This design comes from an exercise in tuning for small area on the open sky130 flow, not from production work.
At most, simulation tests tie the RTL to the original design; equivalence was not proved.
Power is estimated from default activity; no workload was simulated.

==> inputs of v25 <==
==> flow/design.v <==
module Top(clk, rst, A, B, opcode, anode, cathode);
input clk;
input rst;
input [3:0] A, B;
input [2:0] opcode;
output [3:0] anode;
output [6:0] cathode;
reg [11:0] g;
reg [5:0] f;
reg [7:0] P;
reg [3:0] D;
reg dv;
reg [3:0] cur;
localparam [5:0] F0 = 6'd0;
localparam [5:0] F1 = {F0[4:0], ~(F0[5] ^ F0[4])};
wire scan = &g[9:0];
wire cp = (&g[9:6]) & (|g[5:0]);
wire capture = (f == F1) & ~cp;
wire [5:0] k = g[5:0];
wire alu_en = cp & (k[5:3] == 3'd1) & (dv | k[2]);
wire force0 = k[2];
wire [2:0] p = k[5:3] - 3'd1;
reg [2:0] npass;
always @* begin
    case (g[11:10])
        2'd0: npass = 3'd1;
        2'd1: npass = 3'd4;
        2'd2: npass = 3'd3;
        default: npass = 3'd2;
    endcase
end
wire bcd_en = cp & (k[5:4] != 2'd0) & (p <= npass);
wire first = (k[2:0] == 3'd0);
wire mul = (opcode == 3'd2);
wire div = (opcode == 3'd3) & (B != 4'd0);
reg [4:0] r;
always @* begin
    case (opcode)
        3'd0: r = A + B;
        3'd1: r = {1'b0, A - B};
        3'd4: r = {1'b0, A & B};
        3'd5: r = {1'b0, A | B};
        3'd6: r = {1'b0, A ^ B};
        3'd7: r = {1'b0, ~A};
        default: r = 5'd0;
    endcase
end
wire [7:0] P_ld = mul ? {B, 4'd0} : div ? {A, 4'd0} : {4'd1, 3'd0, r[4]};
wire [3:0] D_ld = mul ? A : div ? B : r[3:0];
wire [7:0] P_sh = {P[6:0], dv & P[7]};
wire [3:0] addend = dv ? ~D : (P[7] ? D : 4'd0);
wire [4:0] sum = {1'b0, P_sh[3:0]} + {1'b0, addend} + {4'd0, dv};
wire q_dv = P_sh[4] | sum[4];
wire [7:0] P_alu = (dv & force0) ? {P_sh[7:5], 1'b0, P_sh[3:0]} :
                   {P_sh[7:4] + {3'd0, sum[4]}, (dv & ~q_dv) ? P_sh[3:0] : sum[3:0]};
wire q10 = ~first & (D >= 4'd5);
wire [3:0] Dm = q10 ? D - 4'd5 : D;
wire [3:0] D_bcd = {first ? 3'd0 : Dm[2:0], P[7]};
always @(posedge clk) begin
    if (rst) begin
        g <= 12'd0;
        f <= F0;
        cur <= 4'b1111;
    end else begin
        g <= g + 12'd1;
        f <= {f[4:0], ~(f[5] ^ f[4])};
        if (scan) cur <= D;
    end
    if (capture) begin
        P <= P_ld;
        D <= D_ld;
        dv <= div;
    end else if (alu_en) begin
        P <= P_alu;
    end else if (bcd_en) begin
        P <= {P[6:0], q10};
        D <= D_bcd;
    end
end
wire blank = &cur;
reg [3:0] an;
always @* begin
    case (g[11:10])
        2'd1: an = 4'b1110;
        2'd2: an = 4'b0111;
        2'd3: an = 4'b1011;
        default: an = 4'b1101;
    endcase
end
assign anode = blank ? 4'b0000 : an;
wire [3:0] c = cur;
wire [6:0] seg;
assign seg[0] = ~c[3] & ~c[1] & (c[2] ^ c[0]);
assign seg[1] = ~c[3] & c[2] & (c[1] ^ c[0]);
assign seg[2] = ~c[3] & ~c[2] & c[1] & ~c[0];
assign seg[3] = ~c[3] & ((~c[1] & (c[2] ^ c[0])) | (c[2] & c[1] & c[0]));
assign seg[4] = ~(c[3] & c[2]) & (c[0] | (c[2] & ~c[1]));
assign seg[5] = ~c[3] & ((~c[2] & (c[1] | c[0])) | (c[1] & c[0]));
assign seg[6] = (~c[3] & ~c[2] & ~c[1]) | (c[2] & c[1] & c[0]);
assign cathode = seg;
endmodule
==> flow/run.sh <==
#!/bin/bash
# synth_recipe.tcl (not shown) runs the flow's synth.tcl, then flattens the netlist and writes it again
# the make line also repeats each setting of config.mk as NAME=value (left out here)
make -C /OpenROAD-flow-scripts/flow DESIGN_CONFIG=/design/flow/config.mk WORK_HOME=/design/flow/orfs CLKGATE_MAP_FILE= SYNTH_SCRIPT=/design/flow/synth_recipe.tcl finish
==> flow/config.mk <==
export PLATFORM = sky130hd
export DESIGN_NAME = Top
export DESIGN_NICKNAME = Top
export VERILOG_FILES = /design/flow/design.v
export SDC_FILE = /design/flow/constraint.sdc
export NUM_CORES = 4
export LEC_CHECK = 0
export ABC_AREA = 1
export CAP_MARGIN = 20
export CORE_MARGIN = 2
export CORE_UTILIZATION = 60
export SLEW_MARGIN = 20
==> flow/constraint.sdc <==
create_clock -name core_clock -period 30.0 [get_ports {clk}]
set_input_delay 6.0000 -clock core_clock [delete_from_list [all_inputs] [get_ports {clk}]]
set_output_delay 6.0000 -clock core_clock [all_outputs]
set_load 0.01 [all_outputs]
==> v14: changes against v25 <==
==> flow/design.v, changed modules only <==
module Top(clk, rst, A, B, opcode, anode, cathode);
input clk;
input rst;
input [3:0] A, B;
input [2:0] opcode;
output [3:0] anode;
output [6:0] cathode;
reg [11:0] g;
reg [5:0] f;
reg [7:0] P;
reg [3:0] D;
reg dv;
reg [3:0] cur;
localparam [5:0] F0 = 6'd0;
localparam [5:0] F1 = {F0[4:0], ~(F0[5] ^ F0[4])};
wire scan = &g[9:0];
wire cp = (&g[9:6]) & (|g[5:0]);
wire capture = (f == F1) & ~cp;
wire [5:0] k = g[5:0];
wire alu_en = cp & (k[5:3] == 3'd1) & (dv | k[2]);
wire force0 = k[2];
wire [2:0] p = k[5:3] - 3'd1;
reg [2:0] npass;
always @* begin
    case (g[11:10])
        2'd0: npass = 3'd1;
        2'd1: npass = 3'd4;
        2'd2: npass = 3'd3;
        default: npass = 3'd2;
    endcase
end
wire bcd_en = cp & (k[5:4] != 2'd0) & (p <= npass);
wire first = (k[2:0] == 3'd0);
wire md = (opcode[2:1] == 2'b01);
wire div = (opcode == 3'd3) & (B != 4'd0);
wire arith = ~opcode[2];
wire sub = opcode[0];
wire [3:0] Bx = opcode[2] ? ((opcode[1] & opcode[0]) ? 4'b1111 : B) : (B ^ {4{sub}});
wire [3:0] pr = A ^ Bx;
wire [3:0] gn = A & Bx;
wire [4:0] cy;
assign cy[0] = arith & sub;
genvar gi;
generate for (gi = 0; gi < 4; gi = gi + 1) begin : row
    assign cy[gi+1] = arith & (gn[gi] | (pr[gi] & cy[gi]));
end endgenerate
reg [3:0] rl;
always @* begin
    case (opcode[1:0])
        2'd0: rl = arith ? pr ^ cy[3:0] : gn;
        2'd1: rl = arith ? pr ^ cy[3:0] : (pr | gn);
        default: rl = pr;
    endcase
end
wire r4 = cy[4] & ~sub;
wire [7:0] P_ld = md ? {A, 4'd0} : {4'd1, 3'd0, r4};
wire [3:0] D_ld = md ? B : rl;
wire [7:0] P_sh = {P[6:0], dv & P[7]};
wire [3:0] addend = dv ? ~D : (P[7] ? D : 4'd0);
wire [4:0] sum = {1'b0, P_sh[3:0]} + {1'b0, addend} + {4'd0, dv};
wire q_dv = P_sh[4] | sum[4];
wire [7:0] P_alu = (dv & force0) ? {P_sh[7:5], 1'b0, P_sh[3:0]} :
                   {P_sh[7:4] + {3'd0, sum[4]}, (dv & ~q_dv) ? P_sh[3:0] : sum[3:0]};
wire q10 = ~first & (D >= 4'd5);
wire [3:0] Dm = q10 ? D - 4'd5 : D;
wire [3:0] D_bcd = {first ? 3'd0 : Dm[2:0], P[7]};
always @(posedge clk) begin
    if (rst) begin
        g <= 12'd0;
        f <= F0;
        cur <= 4'b1111;
    end else begin
        g <= g + 12'd1;
        f <= {f[4:0], ~(f[5] ^ f[4])};
        if (scan) cur <= D;
    end
    if (capture) begin
        P <= P_ld;
        D <= D_ld;
        dv <= div;
    end else if (alu_en) begin
        P <= P_alu;
    end else if (bcd_en) begin
        P <= {P[6:0], q10};
        D <= D_bcd;
    end
end
wire blank = &cur;
reg [3:0] an;
always @* begin
    case (g[11:10])
        2'd1: an = 4'b1110;
        2'd2: an = 4'b0111;
        2'd3: an = 4'b1011;
        default: an = 4'b1101;
    endcase
end
assign anode = blank ? 4'b0000 : an;
wire [3:0] c = cur;
wire [6:0] seg;
assign seg[0] = ~c[3] & ~c[1] & (c[2] ^ c[0]);
assign seg[1] = ~c[3] & c[2] & (c[1] ^ c[0]);
assign seg[2] = ~c[3] & ~c[2] & c[1] & ~c[0];
assign seg[3] = ~c[3] & ((~c[1] & (c[2] ^ c[0])) | (c[2] & c[1] & c[0]));
assign seg[4] = ~(c[3] & c[2]) & (c[0] | (c[2] & ~c[1]));
assign seg[5] = ~c[3] & ((~c[2] & (c[1] | c[0])) | (c[1] & c[0]));
assign seg[6] = (~c[3] & ~c[2] & ~c[1]) | (c[2] & c[1] & c[0]);
assign cathode = seg;
endmodule
==> flow/flow/run.sh (new file) <==
#!/bin/bash
bash standard.sh > standard.log 2>&1
==> flow/standard.sh (new file) <==
#!/bin/bash
# synth_recipe.tcl (not shown) runs the flow's synth.tcl, then flattens the netlist and writes it again
# the make line also repeats each setting of config.mk as NAME=value (left out here)
make -C /OpenROAD-flow-scripts/flow DESIGN_CONFIG=/design/flow/config.mk WORK_HOME=/design/flow/orfs CLKGATE_MAP_FILE= SYNTH_SCRIPT=/design/flow/synth_recipe.tcl "${@:-finish}"
Settings changed: ABC_AREA 1 to unset.
removed: flow/run.sh
==> run notes <==
metric                                                                                             v14             v25
Basic-gate share of the synthesized area counting and, or, nand and nor cells                    20.3%           28.7%
Post-route cell area                                                                          2980 µm²        3220 µm²
Effective utilization at floorplan                                                               61.6%           61.2%
GRT Util Overall                                                                                 22.5%           24.2%
Number of stages on the worst setup path                                                            14               5
Share of the cycle needed by the critical path after routing                                     32.7%           25.9%
Met1 track demand over resource                                                                  29.8%           33.4%
Parity-gate share of the synthesized area counting xor and xnor cells                            5.96%           2.46%
Core utilization of the finished layout                                                          69.5%           69.1%
Post-synthesis share of cell area spent on full adders, half adders and majority gates           17.3%           16.0%
Row count                                                                                           24              25
CTS clk-pin slew, worst paths                                                                    70 ps           80 ps
Yosys top cell area share                                                                        16.7%           15.5%
Fraction of met2 tracks used by global routing                                                   37.3%           39.3%
Cell area reported after detailed placement                                                   2880 µm²        3130 µm²
Worst Tran Pin Value                                                                            712 ps          482 ps
Outcome                                                                                 finished clean  finished clean
Core region area                                                                              4290 µm²        4660 µm²
Nature of the critical path startpoint                                                      input port            flop
Worst endpoint data arrival time                                                               9940 ps         1780 ps
WL met3                                                                                         170 µm          239 µm
P_clk                                                                                          38.4 µW         35.3 µW
Only the layout flow was run in v14; the RTL was not checked for function there.

## re-timing with driven ports
How much do the figures lean on ideal ports? The routed layouts below were timed once more, with nothing changed but the port constraints.
Step 1 assumes that a clkbuf_16 drives the clock port and a buf_2 every other input.
Step 2 moves the port delays by t, midway between the first and last clock arrival at a register: inputs arrive t later, outputs are due t later. That takes back most of the time a late clock gives input paths.
a / b / c = ideal ports / drivers / drivers and shift; a / b = the first two.
run | t, ns | setup WS [ns] | latest minus earliest clock arrival (ns) | slew at the worst register clock pin (ns) | pins driven straight from the clock port
v25 | 0.315 | 22.219 / 22.191 / 22.003 | 0.005 / 0.004 | 0.08 / 0.08 | 1
v14 | 0.310 | 20.187 / 20.194 / 19.884 | 0.010 / 0.010 | 0.07 / 0.07 | 1
After both steps every run listed still meets setup and hold. For v14, which loses most, drivers alone change the setup slack by +0.007 ns; drivers and shift together by -0.303 ns.
